This design comes from an exercise in tuning for small area, a short achievable clock period and few clock cycles on the open sky130 flow, not from production work. No functional check of the RTL was part of this run. Power figures rest on the tool's default switching activity, not on a simulated workload.

===== design/flow/run.sh =====
#!/bin/bash
# synth_recipe.tcl (not shown) runs the flow's synth.tcl, then flattens the netlist and writes it again
# the make line also repeats each setting of config.mk as NAME=value (left out here)
make -C /OpenROAD-flow-scripts/flow DESIGN_CONFIG=/design/flow/config.mk WORK_HOME=/design/flow/orfs CLKGATE_MAP_FILE= SYNTH_SCRIPT=/design/flow/synth_recipe.tcl finish

===== design/flow/config.mk =====
export PLATFORM = sky130hd
export DESIGN_NAME = cpu_top_pipeline
export DESIGN_NICKNAME = cpu_top_pipeline
export VERILOG_FILES = /design/flow/design.v
export SDC_FILE = /design/flow/constraint.sdc
export NUM_CORES = 4
export LEC_CHECK = 0
export CAP_MARGIN = 20
export CORE_MARGIN = 2
export CORE_UTILIZATION = 40
export SLEW_MARGIN = 20

===== design/flow/constraint.sdc =====
create_clock -name core_clock -period 8.0 [get_ports {clk}]
set_input_delay 1.6000 -clock core_clock [delete_from_list [all_inputs] [get_ports {clk}]]
set_output_delay 1.6000 -clock core_clock [all_outputs]
set_load 0.01 [all_outputs]

===== design/flow/design.v =====
module ALU(input logic [31:0] a, input logic [31:0] b, input logic [3:0] op, output logic [31:0] y);
    always_comb begin
        case (op[2:0])
            3'd0: y = op[3] ? a - b : a + b;
            3'd1: y = a << b[4:0];
            3'd2: y = {31'b0, $signed(a) < $signed(b)};
            3'd3: y = {31'b0, a < b};
            3'd4: y = a ^ b;
            3'd5: y = op[3] ? 32'($signed(a) >>> b[4:0]) : a >> b[4:0];
            3'd6: y = a | b;
            default: y = a & b;
        endcase
    end
endmodule
module regfile(input logic clk, input logic wenable,
input logic [4:0] rs1, input logic [4:0] rs2,
input logic [4:0] rd, input logic [31:0] wdata,
output logic [31:0] rd1, output logic [31:0] rd2);
    logic [31:0] regs [1:31];
    logic [31:0] r1, r2;
    always_comb begin
        r1 = 32'b0;
        r2 = 32'b0;
        for (int i = 1; i < 32; i++) begin
            if (rs1 == i[4:0]) r1 = regs[i];
            if (rs2 == i[4:0]) r2 = regs[i];
        end
    end
    assign rd1 = (wenable && (rd == rs1)) ? wdata : r1;
    assign rd2 = (wenable && (rd == rs2)) ? wdata : r2;
    always_ff @(posedge clk) begin
        for (int i = 1; i < 32; i++)
            if (wenable && (rd == i[4:0])) regs[i] <= wdata;
    end
endmodule
module cpu_top_pipeline(input logic clk, input logic reset,
output logic [31:0] pc, input logic [31:0] instr,
output logic [31:0] dmem_addr, output logic [31:0] dmem_wdata, output logic dmem_we, input logic [31:0] dmem_rdata,
output logic [31:0] reg_write_data,output logic [4:0] reg_write_addr,
output logic reg_debug);
logic [31:0] a_e, b_e, s_e;
logic [4:0]  rd_e;
logic [3:0]  aluop_e;
logic [2:0]  f3_e;
logic        wr_e, st_e, ld_e, sel_s_e, jalr_e, br_e, pred_e;
logic [31:0] sum, alu_y, result, target;
logic        taken, redirect, lt, ltu, eq;
assign sum = a_e + b_e;
ALU alu(.a(a_e), .b(b_e), .op(aluop_e), .y(alu_y));
assign result = sel_s_e ? s_e : (ld_e ? dmem_rdata : alu_y);
assign eq  = (a_e == b_e);
assign lt  = ($signed(a_e) < $signed(b_e));
assign ltu = (a_e < b_e);
always_comb begin
    case (f3_e)
        3'd0: taken = eq;
        3'd1: taken = ~eq;
        3'd4: taken = lt;
        3'd5: taken = ~lt;
        3'd6: taken = ltu;
        default: taken = ~ltu;
    endcase
end
assign redirect = jalr_e | (br_e & (taken ^ pred_e));
assign target   = jalr_e ? {sum[31:1], 1'b0} : s_e;
assign dmem_addr  = sum;
assign dmem_wdata = s_e;
assign dmem_we    = st_e;
logic [6:0]  opc;
logic [4:0]  rs1, rs2, rd;
logic [2:0]  f3;
logic        is_lui, is_auipc, is_jal, is_jalr, is_br, is_ld, is_st, is_op, is_opimm;
logic [31:0] imm_i, imm_s, imm_b, imm_u, imm_j;
logic [31:0] rv1, rv2;
logic [31:0] pc4, pc_jb, pc_u, pc_next;
logic        predict;
assign opc = instr[6:0];
assign rd  = instr[11:7];
assign f3  = instr[14:12];
assign rs1 = instr[19:15];
assign rs2 = instr[24:20];
assign is_lui   = (opc[6:2] == 5'b01101);
assign is_auipc = (opc[6:2] == 5'b00101);
assign is_jal   = (opc[6:2] == 5'b11011);
assign is_jalr  = (opc[6:2] == 5'b11001);
assign is_br    = (opc[6:2] == 5'b11000);
assign is_ld    = (opc[6:2] == 5'b00000);
assign is_st    = (opc[6:2] == 5'b01000);
assign is_opimm = (opc[6:2] == 5'b00100);
assign is_op    = (opc[6:2] == 5'b01100);
assign imm_i = {{20{instr[31]}}, instr[31:20]};
assign imm_s = {{20{instr[31]}}, instr[31:25], instr[11:7]};
assign imm_b = {{19{instr[31]}}, instr[31], instr[7], instr[30:25], instr[11:8], 1'b0};
assign imm_u = {instr[31:12], 12'b0};
assign imm_j = {{11{instr[31]}}, instr[31], instr[19:12], instr[20], instr[30:21], 1'b0};
regfile register_file(
    .clk(clk), .wenable(wr_e),
    .rs1(rs1), .rs2(rs2),
    .rd(rd_e), .wdata(result),
    .rd1(rv1), .rd2(rv2)
);
assign pc4   = pc + 32'd4;
assign pc_jb = pc + (is_jal ? imm_j : imm_b);
assign pc_u  = pc + imm_u;
assign predict = is_jal | (is_br & instr[31]);
assign pc_next = redirect ? target : (predict ? pc_jb : pc4);
always_ff @(posedge clk or posedge reset) begin
    if (reset) pc <= 32'b0;
    else       pc <= pc_next;
end
always_ff @(posedge clk or posedge reset) begin
    if (reset) begin
        wr_e   <= 1'b0;
        st_e   <= 1'b0;
        jalr_e <= 1'b0;
        br_e   <= 1'b0;
    end else begin
        wr_e   <= ~redirect & (rd != 5'd0) & ~is_br & ~is_st;
        st_e   <= ~redirect & is_st;
        jalr_e <= ~redirect & is_jalr;
        br_e   <= ~redirect & is_br;
    end
end
always_ff @(posedge clk) begin
    rd_e    <= rd;
    f3_e    <= f3;
    pred_e  <= instr[31];
    ld_e    <= is_ld;
    sel_s_e <= is_lui | is_auipc | is_jal | is_jalr;
    aluop_e <= {is_op ? instr[30] : (is_opimm & (f3 == 3'd5) & instr[30]),
                (is_op | is_opimm) ? f3 : 3'd0};
    a_e     <= rv1;
    b_e     <= (is_op | is_br) ? rv2 : (is_st ? imm_s : imm_i);
    s_e     <= is_st ? rv2 :
               is_br ? (instr[31] ? pc4 : pc_jb) :
               is_lui ? imm_u :
               is_auipc ? pc_u : pc4;
end
always_ff @(posedge clk or posedge reset) begin
    if (reset) reg_debug <= 1'b0;
    else       reg_debug <= wr_e;
end
always_ff @(posedge clk) begin
    reg_write_addr <= rd_e;
    reg_write_data <= result;
end
endmodule

==> notes.md <==
-- flip-flops by register name, summed over array words and instances, names as in the netlist --
signal              count
pred_e                  1
rd_e                    5
a_e                    32
register_file.regs    992
br_e                    1
s_e                    32
wr_e                    1
pc                     32
f3_e                    3
reg_debug               1
jalr_e                  1
sel_s_e                 1
b_e                    32
reg_write_data         32
reg_write_addr          5
st_e                    1
aluop_e                 4
ld_e                    1
-- power groups by stage --
stage	logic, uW	clock network [uW]	registers (uW)
2_1_floorplan	3730	0	8340
3_3_place_gp	7310	0	8660
3_5_place_dp	7370	0	8660
4_1_cts	7410	6330	8530
5_1_grt	8030	6560	8550
6_report	7770	6340	8580
-- cells by family (layout without fill, tap and decap cells) --
kind of cell / count (synthesis) / count (layout) / synth area share, %
flops: 1177 / 1177 / 51.2
simple gates: 1675 / 1675 / 11.6
buf+inv: 604 / 903 / 3.54
compound gates: 2278 / 2278 / 23.0
mux: 278 / 278 / 5.97
xor+xnor: 129 / 129 / 1.72
fa+ha+maj: 151 / 151 / 2.92
other cells: 0 / 9 / 0
-- layer usage --
layer	up-vias	GRT usage, %	wire length (um)
li1	25000	-	-
met1	30600	50.1	125000
met2	5343	59.0	147000
met3	1143	11.0	43300
met4	16	26.2	27400
met5	-	0.115	136
-- cells in the final DEF (no fill, tap or decap), types with 35 or more instances in the layout --
| cell | netlist | layout |
|---|---|---|
| a21oi_1 | 507 | 505 |
| clkdlybuf4s50_1 | 0 | 189 |
| edfxtp_1 | 992 | 992 |
| ha_1 | 147 | 147 |
| nand3_1 | 135 | 135 |
| a22oi_1 | 262 | 262 |
| nor2_1 | 588 | 527 |
| nor3_1 | 117 | 113 |
| nor2_4 | 0 | 35 |
| xor2_1 | 43 | 43 |
| a22o_1 | 37 | 36 |
| a222oi_1 | 35 | 35 |
| a211oi_1 | 88 | 88 |
| buf_4 | 0 | 318 |
| a21o_1 | 47 | 47 |
| inv_1 | 133 | 126 |
| nor2b_1 | 44 | 41 |
| mux2i_1 | 130 | 130 |
| a221oi_1 | 91 | 91 |
| o21ai_0 | 436 | 427 |
| a31oi_1 | 68 | 66 |
| mux2_2 | 63 | 63 |
| o21a_1 | 38 | 38 |
| o221ai_1 | 101 | 101 |
| o22ai_1 | 242 | 242 |
| clkinv_1 | 6 | 36 |
| nor4_1 | 38 | 37 |
| o211ai_1 | 66 | 66 |
| clkbuf_16 | 0 | 137 |
| nand2b_1 | 84 | 81 |
| dfrtp_1 | 37 | 36 |
| nand2_1 | 468 | 466 |
| nand4_1 | 44 | 44 |
| o31ai_1 | 38 | 37 |
| xnor2_1 | 86 | 85 |
| dfxtp_1 | 148 | 143 |
| mux4_2 | 85 | 85 |
-- final timing paths --
check,startpoint,end,slack (ns),cells past startpoint
worst min register to register,rd_e[0]$_DFF_P_,reg_write_addr[0]$_DFF_P_,0.52,0
worst max-delay path,a_e[1]$_DFF_P_,dmem_addr[23],0.57,14
max in group asynchronous,reset,jalr_e$_DFF_PP0_,6.29,3
min in group asynchronous,reset,pc[18]$_DFF_PP0_,1.27,3
worst max register to register,a_e[1]$_DFF_P_,register_file.regs[31][25]$_DFFE_PP_,1.49,12
worst min-delay path,rd_e[0]$_DFF_P_,reg_write_addr[0]$_DFF_P_,0.52,0
-- synth_stat cells, types with 63 or more instances --
cell	instances
mux4_2	85
a221oi_1	91
a22oi_1	262
ha_1	147
nor3_1	117
dfxtp_1	148
inv_1	133
o22ai_1	242
nand2b_1	84
mux2_2	63
a21oi_1	507
nand2_1	468
edfxtp_1	992
mux2i_1	130
a31oi_1	68
nand3_1	135
clkbuf_1	381
o211ai_1	66
nor2_1	588
o21ai_0	436
o221ai_1	101
a211oi_1	88
xnor2_1	86
-- final cells by class --
type	count	share of cell area, %
clock buffers	159	4.61
inverters	142	0.699
clock inverters	77	1.17
repair buffers	525	5.96
well taps	2175	3.57
flip-flops and latches	1177	44.1
multi-input cells	4511	39.8
diodes	9	0.0295
-- through the flow --
stage               area (sq um)  hold slack, ns
finish                     76300           0.520
CTS                        76100           0.545
detailed placement         71700           0.540
global placement           71700           0.533
global route               76300           0.554
floorplan                  65800           0.329
-- worst max-delay path, delay by kind of cell (launching register included) --
kind / cells / cell delay, ns
AOI/OAI and AO/OA: 6 / 1.53
xor gates and xnor gates: 1 / 0.61
adders and majority gates: 1 / 0.57
DFF: 1 / 0.84
buffers and inverters: 4 / 1.25
and+or+nand+nor: 2 / 0.23
==> impl_metrics.py <==
metrics = {
    "synth": {
        "yosysTopAreaCellShare_pct": 45.3,
        "yosysWarnings": 4,
        "synth_area_sq_um": 65800,
        "synth-seq-cells": 1177,
        "ys_seq_area_share_pct": 51.2,
        "synth_top_area_cell": "edfxtp_1",
        "yosys_most_used_dff": "edfxtp_1",
        "avgSynthCellArea_sq_um": 10.5,
        "postSynthCellCount": 6292,
        "async_flop_share_pct": 3.14,
        "ys_types": 97,
        "syn-num-nets": 6509,
        "yosys-top-cells-area": "edfxtp_1 45%, dfxtp_1 4.5%, a21oi_1 3.9%",
        "synth_edf_count": 992,
    },
    "power_and_ir_drop": {
        "clkPwrFrac_pct": 27.9,
        "seq_power_share_pct": 37.8,
        "combPwrFrac_pct": 34.3,
        "swShare_pct": 38.3,
        "p_int_uw": 14000,
        "netSwitchingPower_uw": 8700,
        "p_total_uw": 22700,
        "pwr_density_cell_nw_per_um2": 297,
        "p_leak_uw": 0.0261,
        "irDropWorstVdd_v": 0.000234,
    },
    "placement": {
        "dp.cells": 8523,
        "place_ws_ns": 1.17,
        "routabilityCongestion": 1.04,
        "port_buffers": 198,
        "dp_hpwl_mm": 244,
    },
    "die": {
        "start_util_pct": 40.4,
        "fp.dieH_um": 409,
        "core.rowCount": 148,
        "die_area_sq_um": 168000,
        "coreArea_sq_um": 163000,
        "io_pins": 201,
        "die_w_um": 409,
    },
    "layout": {
        "area.growth.synth_to_final_pct": 16.0,
        "drive_above_1_share_pct": 12.7,
        "post-route-util_pct": 46.8,
        "fillers": 15200,
        "multi_input_area_sq_um": 30400,
        "finish.net_count": 6705,
        "fin_cells": 8775,
        "regArea_sq_um": 33700,
    },
    "timing": {
        "fmax_mhz": 135,
        "fin_setup_tns_ns": 0,
        "skew_ns": 0.0436,
        "drv_slew": 0,
        "hold_viol": 0,
        "min_period_ns": 7.43,
        "relSlewSlack_pct": 16.4,
        "rsz0062_at_grt": "no",
        "worst_pin_slew_ns": 1.25,
        "setup_viol_count_final": 0,
        "finalCritPeriodShare_pct": 92.8,
        "setup_ws_ns": 0.572,
    },
    "clocking": {
        "clk_path_buf_depth": 3,
        "clk_pin_slew_worst_paths_ns": 0.06,
        "cts_hold_buf": 0,
        "cts.sinks": 1177,
        "ctsResizeCount": 0,
        "cts-root-buf": "clkbuf_16",
        "cts_setup_buffers": 0,
        "cts_max_level": 4,
        "worstSkewPairLatency_ns": 0.81,
        "cts_tree": "done",
        "numCtsBuffers": 131,
    },
    "routing": {
        "firstDrtPassIters": 7,
        "vias_per_cell": 7.08,
        "post_drt_wl_per_cell_um": 39.0,
        "routed_wl_mm": 342,
        "antenna_left": 0,
        "remaining_drc_errors": 0,
        "drt_iter0_markers": 11300,
        "num_vias": 62100,
    },
    "global_routing": {
        "grt_antenna_before_repair": 19,
        "grt_pass1_wl_mm": 470,
        "grt.total_usage_pct": 39.5,
        "grt_max_degree": 74,
        "overflow": 0,
        "grt_pass1_vias": 57700,
    },
    "critical_path": {
        "required_ns": 6.40,
        "start_kind": "register",
        "path_cells": "inv_1 -> ha_1 -> a211oi_1 -> o21ai_0 -> a2111oi_2 -> buf_4 -> o21ai_0 -> nand2_1 -> o22ai_1 -> buf_4 -> o21ai_0 -> nand2b_1 -> xor2_1 -> clkdlybuf4s50_1",
        "worstPathMaxFanout": 9,
        "crit_path_frequent_cell": "o21ai_0",
        "cpMaxStageDelayCell": "dfxtp_1",
        "end_kind": "output port",
        "cp.arrival_ns": 5.83,
        "crit_type": "reg2out",
        "slowest_delay_ns": 0.84,
    },
    "run_status": {
        "status": "timing/DRC/antenna clean",
    },
    "worst_hold_path": {
        "hold_path.class": "reg2reg",
    },
    "run": {
        "max-cap-violations": 0,
    },
}

==> what the ideal ports hide <==
Ports are ideal in the flow. The routed layout listed here was re-timed in OpenROAD.
Step 1 (the two cells are an assumption about what drives the block):
set clk [get_ports {clk}]
set_driving_cell -lib_cell sky130_fd_sc_hd__clkbuf_16 $clk
set_driving_cell -lib_cell sky130_fd_sc_hd__buf_2 [delete_from_list [all_inputs] $clk]
Step 2 also shifts input and output timing later by t, the mid clock arrival at the registers, as if the neighbouring blocks saw the same clock.
Three values: ideal ports, drivers, drivers and shift; two values: the first two.
t (ns): 0.869
slack for setup (ns): 0.572 / 0.490 / 1.024
hold slack, ns: 0.520 / 0.520 / 0.520
worst data-port slew with drivers (ns): 0.10
cell pins on the clock port's net: 1
After both steps this run still meets setup and hold. The setup slack of this run moves by -0.082 ns with the drivers and by +0.452 ns with both steps.
